Background: an optimization exercise with open tools, aiming at small area. Do not read the settings as production practice. The RTL was checked by simulation tests, not by an equivalence proof against the original design. Power figures rest on the tool's default switching activity, not on a simulated workload.

==> inputs of run H <==
==> flow/design.v <==
module i2c_wrapper #(
    parameter ADDR_WIDTH = 8,
    parameter DATA_WIDTH = 32
)(
    input  logic                    pclk,
    input  logic                    presetn,
    input  logic [ADDR_WIDTH-1:0]   paddr,
    input  logic                    psel,
    input  logic                    penable,
    input  logic                    pwrite,
    input  logic [DATA_WIDTH-1:0]   pwdata,
    output logic [DATA_WIDTH-1:0]   prdata,
    output logic                    pready,
    output logic                    pslverr,
    input  logic                    sda_in,
    output logic                    sda_out,
    output wire                     scl
);
    wire a_ctl = (paddr == 8'h00);
    wire a_adr = (paddr == 8'h04);
    wire a_reg = (paddr == 8'h08);
    wire a_din = (paddr == 8'h0C);
    wire a_out = (paddr == 8'h10);
    wire a_sts = (paddr == 8'h14);
    wire a_ok  = a_ctl | a_adr | a_reg | a_din | a_out | a_sts;
    wire acc = psel & penable;
    wire wr  = acc & pwrite;
    assign pready  = acc;
    assign pslverr = acc & (~a_ok | (pwrite & (a_out | a_sts)));
    reg  [3:0]  ctrl;                  
    reg  [31:0] r_adr, r_reg, r_din;   
    reg  [31:0] r_out;                 
    reg         v_adr, v_reg, v_din, v_out;
    reg         st_busy, st_err;       
    wire op   = ctrl[1];
    wire mode = ctrl[2];
    always @(posedge pclk or negedge presetn) begin
        if (!presetn) begin
            ctrl  <= 4'd0;
            v_adr <= 1'b0;
            v_reg <= 1'b0;
            v_din <= 1'b0;
        end else begin
            if (wr & a_ctl) ctrl[3:1] <= pwdata[3:1];
            ctrl[0] <= ~ctrl[0] & wr & a_ctl & pwdata[0];
            if (wr & a_adr) v_adr <= 1'b1;
            if (wr & a_reg) v_reg <= 1'b1;
            if (wr & a_din) v_din <= 1'b1;
        end
    end
    always @(posedge pclk) begin
        if (wr & a_adr) r_adr <= pwdata;
        if (wr & a_reg) r_reg <= pwdata;
        if (wr & a_din) r_din <= pwdata;
    end
    localparam [3:0] IDLE = 4'd0,  START = 4'd1,  SLV  = 4'd2,  ACK_SA = 4'd3,
                     REG  = 4'd4,  ACK_RA = 4'd5, WRD  = 4'd6,  ACK_WR = 4'd7,
                     RDD  = 4'd8,  MACK = 4'd9,   MNACK = 4'd10, STOP = 4'd11;
    reg [3:0] state;
    reg [3:0] bitcnt;
    reg [1:0] byte_idx;
    reg [1:0] q;           
    reg [6:0] s;           
    reg       scl_t, sda_t, sda_en;
    reg       r_ack, ack_err;
    reg [6:0] sa;          
    reg [7:0] sr;          
    reg [31:0] buf_q;      
    reg       sa_v, sr_v, tx_v;
    wire busy = (state != IDLE);
    wire term = s[6] & ~s[5] & s[4] & s[2] & s[0];    
    wire clk3 = (q == 2'd2) & term;
    wire clk4 = (q == 2'd3) & term;
    wire bit_last = bitcnt[3];
    always @(posedge pclk) begin
        if (!busy | term) s <= 7'd1;
        else              s <= {s[5:0], s[6] ^ s[5]};
        if (!busy)        q <= 2'd0;
        else if (term)    q <= q + 2'd1;
    end
    wire last_byte = mode ? (byte_idx == 2'd3) : (byte_idx == 2'd0);
    wire [1:0] tsel   = mode ? byte_idx : 2'd0;
    wire [2:0] bsel   = 3'd7 - bitcnt[2:0];
    wire [31:0] bufsw = buf_q;
    wire tx_bit  = bufsw[{~tsel, bsel}] & tx_v;
    wire sa_bit  = (bitcnt[2:0] == 3'd7) ? op : (sa[bsel - 3'd1] & sa_v);
    wire sr_bit  = sr[bsel] & sr_v;
    wire sample = (state == RDD) & ~bit_last & clk3;
    wire [3:0] sh;
    assign sh[0] = sample & (~mode | (byte_idx == 2'd3));    
    assign sh[1] = sample & mode & (byte_idx == 2'd2);
    assign sh[2] = sample & mode & (byte_idx == 2'd1);
    assign sh[3] = sample & mode & (byte_idx == 2'd0);
    wire rd_enter = (state == ACK_RA) & clk4 & ~r_ack & op;
    integer i;
    always @(posedge pclk) begin
        if (!busy) begin
            sa    <= r_adr[6:0];
            sr    <= r_reg[7:0];
            buf_q <= r_din;
            sa_v  <= v_adr;
            sr_v  <= v_reg;
            tx_v  <= v_din;
        end else if (rd_enter) begin
            buf_q <= 32'd0;
        end else begin
            for (i = 0; i < 4; i = i + 1)
                if (sh[i]) buf_q[8*i +: 8] <= {buf_q[8*i +: 7], sda_in};
        end
    end
    always @(posedge pclk or negedge presetn) begin
        if (!presetn) begin
            state    <= IDLE;
            scl_t    <= 1'b1;
            sda_t    <= 1'b1;
            sda_en   <= 1'b0;
            bitcnt   <= 4'd0;
            byte_idx <= 2'd0;
            r_ack    <= 1'b0;
            ack_err  <= 1'b0;
            v_out    <= 1'b0;
        end else begin
            case (state)
            IDLE: begin
                ack_err <= 1'b0;
                scl_t   <= 1'b1;
                sda_t   <= 1'b1;
                sda_en  <= 1'b0;
                bitcnt  <= 4'd0;
                byte_idx <= 2'd0;
                if (ctrl[0]) state <= START;
            end
            START: begin
                sda_en <= 1'b1;
                scl_t  <= ~clk4;
                sda_t  <= ~q[1];
                if (clk4) state <= SLV;
            end
            SLV, REG, WRD: begin
                if (!bit_last) begin
                    sda_en <= 1'b1;
                    scl_t  <= q[1] & ~clk4;
                    if (q == 2'd1)
                        sda_t <= (state == SLV) ? sa_bit : (state == REG) ? sr_bit : tx_bit;
                    if (clk4) bitcnt <= bitcnt + 4'd1;
                end else begin
                    bitcnt <= 4'd0;
                    sda_en <= 1'b0;
                    state  <= state + 4'd1;
                end
            end
            ACK_SA, ACK_RA, ACK_WR: begin
                sda_en <= 1'b0;
                scl_t  <= q[1] & ~clk4;
                if (clk3) r_ack <= sda_in;
                if (clk4) begin
                    sda_en <= 1'b1;
                    if (r_ack) begin
                        ack_err <= 1'b1;
                        state   <= STOP;
                    end else if (state == ACK_SA) begin
                        state <= REG;
                    end else if (state == ACK_RA) begin
                        if (op) begin sda_en <= 1'b0; state <= RDD; end
                        else state <= WRD;
                    end else begin
                        if (last_byte) state <= STOP;
                        else begin byte_idx <= byte_idx + 2'd1; state <= WRD; end
                    end
                end
            end
            RDD: begin
                if (!bit_last) begin
                    sda_en <= 1'b0;
                    scl_t  <= q[1] & ~clk4;
                    if (clk4) bitcnt <= bitcnt + 4'd1;
                end else begin
                    bitcnt <= 4'd0;
                    sda_en <= 1'b1;
                    state  <= last_byte ? MNACK : MACK;
                end
            end
            MACK: begin
                sda_en <= 1'b1;
                scl_t  <= q[1] & ~clk4;
                sda_t  <= 1'b0;
                if (clk4) begin
                    byte_idx <= byte_idx + 2'd1;
                    sda_en   <= 1'b0;
                    state    <= RDD;
                end
            end
            MNACK: begin
                sda_en <= 1'b1;
                scl_t  <= q[1] & ~clk4;
                sda_t  <= ~clk4;
                if (clk4) begin
                    v_out <= 1'b1;
                    state <= STOP;
                end
            end
            STOP: begin
                sda_en <= ~clk4;
                scl_t  <= (q != 2'd0);
                sda_t  <= q[1];
                if (clk4) state <= IDLE;
            end
            default: state <= IDLE;
            endcase
        end
    end
    always @(posedge pclk) begin
        if ((state == MNACK) & clk4) r_out <= buf_q;
        st_busy <= busy;
        st_err  <= ack_err;
    end
    assign scl     = scl_t;
    assign sda_out = ~sda_en | sda_t;
    always @(*) begin
        prdata = 32'd0;
        if (a_ctl) prdata = {28'd0, ctrl};
        if (a_adr & v_adr) prdata = r_adr;
        if (a_reg & v_reg) prdata = r_reg;
        if (a_din & v_din) prdata = r_din;
        if (a_out & v_out) prdata = r_out;
        if (a_sts) prdata = {30'd0, st_err, st_busy};
    end
endmodule
==> flow/run.sh <==
#!/bin/bash
# synth_recipe.tcl (not shown) runs the flow's synth.tcl, then flattens the netlist and writes it again
# the make line also repeats each setting of config.mk as NAME=value (left out here)
make -C /OpenROAD-flow-scripts/flow DESIGN_CONFIG=/design/flow/config.mk WORK_HOME=/design/flow/orfs CLKGATE_MAP_FILE= SYNTH_SCRIPT=/design/flow/synth_recipe.tcl finish
==> flow/config.mk <==
export PLATFORM = sky130hd
export DESIGN_NAME = i2c_wrapper
export DESIGN_NICKNAME = i2c_wrapper
export VERILOG_FILES = /design/flow/design.v
export SDC_FILE = /design/flow/constraint.sdc
export NUM_CORES = 4
export LEC_CHECK = 0
export ABC_AREA = 1
export CAP_MARGIN = 20
export CORE_MARGIN = 2
export CORE_UTILIZATION = 40
export SLEW_MARGIN = 20
==> flow/constraint.sdc <==
create_clock -name core_clock -period 10.0 [get_ports {pclk}]
set_input_delay 2.0000 -clock core_clock [delete_from_list [all_inputs] [get_ports {pclk}]]
set_output_delay 2.0000 -clock core_clock [all_outputs]
set_load 0.01 [all_outputs]
==> run K (differences from run H) <==
==> flow/design.v, changed modules only <==
module i2c_wrapper #(
    parameter ADDR_WIDTH = 8,
    parameter DATA_WIDTH = 32
)(
    input  logic                    pclk,
    input  logic                    presetn,
    input  logic [ADDR_WIDTH-1:0]   paddr,
    input  logic                    psel,
    input  logic                    penable,
    input  logic                    pwrite,
    input  logic [DATA_WIDTH-1:0]   pwdata,
    output logic [DATA_WIDTH-1:0]   prdata,
    output logic                    pready,
    output logic                    pslverr,
    input  logic                    sda_in,
    output logic                    sda_out,
    output wire                     scl
);
    wire a_ctl = (paddr == 8'h00);
    wire a_adr = (paddr == 8'h04);
    wire a_reg = (paddr == 8'h08);
    wire a_din = (paddr == 8'h0C);
    wire a_out = (paddr == 8'h10);
    wire a_sts = (paddr == 8'h14);
    wire a_ok  = a_ctl | a_adr | a_reg | a_din | a_out | a_sts;
    wire acc = psel & penable;
    wire wr  = acc & pwrite;
    assign pready  = acc;
    assign pslverr = acc & (~a_ok | (pwrite & (a_out | a_sts)));
    reg  [3:0]  ctrl;                  
    reg  [31:0] r_adr, r_reg, r_din;   
    reg  [31:0] r_out;                 
    reg         v_adr, v_reg, v_din, v_out;
    reg         st_busy, st_err;       
    wire op   = ctrl[1];
    wire mode = ctrl[2];
    always @(posedge pclk or negedge presetn) begin
        if (!presetn) begin
            ctrl  <= 4'd0;
            v_adr <= 1'b0;
            v_reg <= 1'b0;
            v_din <= 1'b0;
        end else begin
            if (wr & a_ctl) ctrl[3:1] <= pwdata[3:1];
            ctrl[0] <= ~ctrl[0] & wr & a_ctl & pwdata[0];
            if (wr & a_adr) v_adr <= 1'b1;
            if (wr & a_reg) v_reg <= 1'b1;
            if (wr & a_din) v_din <= 1'b1;
        end
    end
    always @(posedge pclk) begin
        if (wr & a_adr) r_adr <= pwdata;
        if (wr & a_reg) r_reg <= pwdata;
        if (wr & a_din) r_din <= pwdata;
    end
    localparam [3:0] IDLE = 4'd0,  START = 4'd1,  SLV  = 4'd2,  ACK_SA = 4'd3,
                     REG  = 4'd4,  ACK_RA = 4'd5, WRD  = 4'd6,  ACK_WR = 4'd7,
                     RDD  = 4'd8,  MACK = 4'd9,   MNACK = 4'd10, STOP = 4'd11;
    reg [3:0] state;
    reg [3:0] bitcnt;
    reg [1:0] byte_idx;
    reg [1:0] q;           
    reg [6:0] s;           
    reg       sda_t, sda_en;
    reg       r_ack, ack_err;
    reg [6:0] sa;          
    reg [7:0] sr;          
    reg [31:0] buf_q;      
    reg       sa_v, sr_v, tx_v;
    wire busy = (state != IDLE);
    wire term = s[6] & ~s[5] & s[4] & s[2] & s[0];    
    wire clk3 = (q == 2'd2) & term;
    wire clk4 = (q == 2'd3) & term;
    wire bit_last = bitcnt[3];
    always @(posedge pclk) begin
        if (!busy | term) s <= 7'd1;
        else              s <= {s[5:0], s[6] ^ s[5]};
        if (!busy)        q <= 2'd0;
        else if (term)    q <= q + 2'd1;
    end
    wire last_byte = mode ? (byte_idx == 2'd3) : (byte_idx == 2'd0);
    wire [1:0] tsel   = mode ? byte_idx : 2'd0;
    wire [2:0] bsel   = 3'd7 - bitcnt[2:0];
    wire tx_bit  = buf_q[{~tsel, 3'd7}] & tx_v;
    wire sa_bit  = (bitcnt[2:0] == 3'd7) ? op : (sa[bsel - 3'd1] & sa_v);
    wire sr_bit  = sr[bsel] & sr_v;
    wire sample = (state == RDD) & ~bit_last & clk3;
    wire rot    = (state == WRD) & ~bit_last & clk4;
    wire [3:0] sh;
    assign sh[0] = rot | (sample & (~mode | (byte_idx == 2'd3)));    
    assign sh[1] = rot | (sample & mode & (byte_idx == 2'd2));
    assign sh[2] = rot | (sample & mode & (byte_idx == 2'd1));
    assign sh[3] = rot | (sample & mode & (byte_idx == 2'd0));
    wire rd_enter = (state == ACK_RA) & clk4 & ~r_ack & op;
    wire keep = busy & ~rd_enter;
    wire [31:0] prev;
    wire [31:0] buf_d;
    wire [3:0]  buf_en;
    genvar k;
    generate
        for (k = 0; k < 4; k = k + 1) begin : g_byte
            assign prev[8*k +: 8] = {buf_q[8*k +: 7], rot ? buf_q[8*k+7] : sda_in};
            assign buf_en[k] = ~busy | rd_enter | sh[k];
        end
    endgenerate
    assign buf_d = ({32{keep}} & prev) | ({32{~busy}} & r_din);
    integer i;
    always @(posedge pclk) begin
        for (i = 0; i < 4; i = i + 1)
            if (buf_en[i]) buf_q[8*i +: 8] <= buf_d[8*i +: 8];
        if (!busy) begin
            sa    <= r_adr[6:0];
            sr    <= r_reg[7:0];
            sa_v  <= v_adr;
            sr_v  <= v_reg;
            tx_v  <= v_din;
        end
    end
    always @(posedge pclk or negedge presetn) begin
        if (!presetn) begin
            state    <= IDLE;
            sda_t    <= 1'b1;
            sda_en   <= 1'b0;
            bitcnt   <= 4'd0;
            byte_idx <= 2'd0;
            r_ack    <= 1'b0;
            ack_err  <= 1'b0;
            v_out    <= 1'b0;
        end else begin
            case (state)
            IDLE: begin
                ack_err <= 1'b0;
                sda_t   <= 1'b1;
                sda_en  <= 1'b0;
                bitcnt  <= 4'd0;
                byte_idx <= 2'd0;
                if (ctrl[0]) state <= START;
            end
            START: begin
                sda_en <= 1'b1;
                sda_t  <= ~q[1];
                if (clk4) state <= SLV;
            end
            SLV, REG, WRD: begin
                if (!bit_last) begin
                    sda_en <= 1'b1;
                    if (q == 2'd1)
                        sda_t <= (state == SLV) ? sa_bit : (state == REG) ? sr_bit : tx_bit;
                    if (clk4) bitcnt <= bitcnt + 4'd1;
                end else begin
                    bitcnt <= 4'd0;
                    sda_en <= 1'b0;
                    state  <= state + 4'd1;
                end
            end
            ACK_SA, ACK_RA, ACK_WR: begin
                sda_en <= 1'b0;
                if (clk3) r_ack <= sda_in;
                if (clk4) begin
                    sda_en <= 1'b1;
                    if (r_ack) begin
                        ack_err <= 1'b1;
                        state   <= STOP;
                    end else if (state == ACK_SA) begin
                        state <= REG;
                    end else if (state == ACK_RA) begin
                        if (op) begin sda_en <= 1'b0; state <= RDD; end
                        else state <= WRD;
                    end else begin
                        if (last_byte) state <= STOP;
                        else begin byte_idx <= byte_idx + 2'd1; state <= WRD; end
                    end
                end
            end
            RDD: begin
                if (!bit_last) begin
                    sda_en <= 1'b0;
                    if (clk4) bitcnt <= bitcnt + 4'd1;
                end else begin
                    bitcnt <= 4'd0;
                    sda_en <= 1'b1;
                    state  <= last_byte ? MNACK : MACK;
                end
            end
            MACK: begin
                sda_en <= 1'b1;
                sda_t  <= 1'b0;
                if (clk4) begin
                    byte_idx <= byte_idx + 2'd1;
                    sda_en   <= 1'b0;
                    state    <= RDD;
                end
            end
            MNACK: begin
                sda_en <= 1'b1;
                sda_t  <= ~clk4;
                if (clk4) begin
                    v_out <= 1'b1;
                    state <= STOP;
                end
            end
            STOP: begin
                sda_en <= ~clk4;
                sda_t  <= q[1];
                if (clk4) state <= IDLE;
            end
            default: state <= IDLE;
            endcase
        end
    end
    always @(posedge pclk) begin
        if ((state == MNACK) & clk4) r_out <= buf_q;
        st_busy <= busy;
        st_err  <= ack_err;
    end
    wire s_first = (s == 7'd1);
    assign scl = (state == IDLE) | (state == START) |
                 ((state == STOP) ? (q[1] | (q[0] & ~s_first))
                                  : (q[1] & (q[0] | ~s_first)));
    assign sda_out = ~sda_en | sda_t;
    wire s_adr = a_adr & v_adr;
    wire s_reg = a_reg & v_reg;
    wire s_din = a_din & v_din;
    wire s_out = a_out & v_out;
    assign prdata = ({32{s_adr}} & r_adr) | ({32{s_reg}} & r_reg) |
                    ({32{s_din}} & r_din) | ({32{s_out}} & r_out) |
                    {28'd0, {4{a_ctl}} & ctrl} | {30'd0, {2{a_sts}} & {st_err, st_busy}};
endmodule
==> flow/flow/run.sh (new file) <==
#!/bin/bash
set -euo pipefail
bash standard.sh 'BUFFER_PORTS_ARGS=-buffer_cell sky130_fd_sc_hd__buf_1' \
  'CTS_ARGS=-sink_clustering_enable -repair_clock_nets -dont_use_dummy_load -buf_list sky130_fd_sc_hd__clkbuf_2' finish > standard_flow.log 2>&1
==> flow/standard.sh (new file) <==
#!/bin/bash
# synth_recipe.tcl (not shown) runs the flow's synth.tcl, then flattens the netlist and writes it again
# the make line also repeats each setting of config.mk as NAME=value (left out here)
make -C /OpenROAD-flow-scripts/flow DESIGN_CONFIG=/design/flow/config.mk WORK_HOME=/design/flow/orfs CLKGATE_MAP_FILE= SYNTH_SCRIPT=/design/flow/synth_recipe.tcl "${@:-finish}"
- ABC_AREA: 1 -> not set
removed: flow/run.sh
==> run F (differences from run H) <==
- ABC_AREA: 1 -> not set
==> comparison table <==
| metric | run F | run H | run K |
|---|---|---|---|
| First-pass GRT wire length | 34.97 mm | 35.09 mm | 33.55 mm |
| Signal arrival time at the worst endpoint | 4910 ps | 5050 ps | 4430 ps |
| Met3 wire length | 1.336 mm | 1.162 mm | 1.617 mm |
| Cell count of the worst reg-to-reg path | 5 | 7 | 8 |
| Outcome | no timing/DRC/antenna violations | no timing/DRC/antenna violations | no timing/DRC/antenna violations |
| Via-to-Cell Ratio | 5.811 | 5.236 | 5.793 |
| Hold WS | 375.0 ps | 386.6 ps | 421.3 ps |
| Most heavily used metal layer in global routing | met2 | met1 | met2 |
| Wirelength per Cell | 21.43 µm | 17.79 µm | 21.51 µm |
| Count of TritonRoute iterations in the first routing pass | 6 | 5 | 5 |
| Areal power density over the cells | 264.7 nW/µm² | 237.0 nW/µm² | 210.3 nW/µm² |
| Syn Area/Cell | 13.95 µm² | 10.71 µm² | 14.47 µm² |
| Sequential cell count | 212 | 212 | 211 |
| Remaining max-slew budget at the tightest pin | 0.4289 | 0.3923 | 0.3026 |
| Portion of the clock cycle consumed by the worst path in the final layout | 0.6911 | 0.7054 | 0.6434 |
| Most common cell after layout, fill and taps aside | edfxtp_1 | nand2_1 | edfxtp_1 |
| Detailed-placement wirelength estimate | 13.97 mm | 14.14 mm | 13.21 mm |
| Area share of and/or/nand/nor cells after synthesis | 0.1057 | 0.1655 | 0.08463 |

afterwards: timing with drivers on the ports:
How much do the figures lean on ideal ports? The routed layouts below were timed once more, with nothing changed but the port constraints.
Step 1 (the two cells are an assumption about what drives the block):
set clk [get_ports {pclk}]
set_driving_cell -lib_cell sky130_fd_sc_hd__clkbuf_16 $clk
set_driving_cell -lib_cell sky130_fd_sc_hd__buf_2 [delete_from_list [all_inputs] $clk]
Step 2 times the ports against the registers' clock, not the clock port: input delays grow and output delays shrink by t, the midpoint of the rising clock arrivals with the driver on.
a / b / c = ideal / step 1 / step 2; a / b = the first two.
| run | shift t [ns] | slack for setup (ns) | hold slack, ns | latest minus earliest clock arrival (ns) | pins driven straight from the clock port |
|---|---|---|---|---|---|
| run H | 0.542 | 2.946 / 2.922 / 2.922 | 0.387 / 0.387 / 0.387 | 0.011 / 0.010 | 1 |
| run K | 0.763 | 3.566 / 3.541 / 3.541 | 0.421 / 0.421 / 0.421 | 0.128 / 0.128 | 1 |
| run F | 0.545 | 3.089 / 3.067 / 3.067 | 0.375 / 0.375 / 0.375 | 0.013 / 0.014 | 1 |
After both steps setup and hold are still met in every run listed. For run K, which loses most, drivers alone change the setup slack by -0.025 ns; drivers and shift together by -0.025 ns.
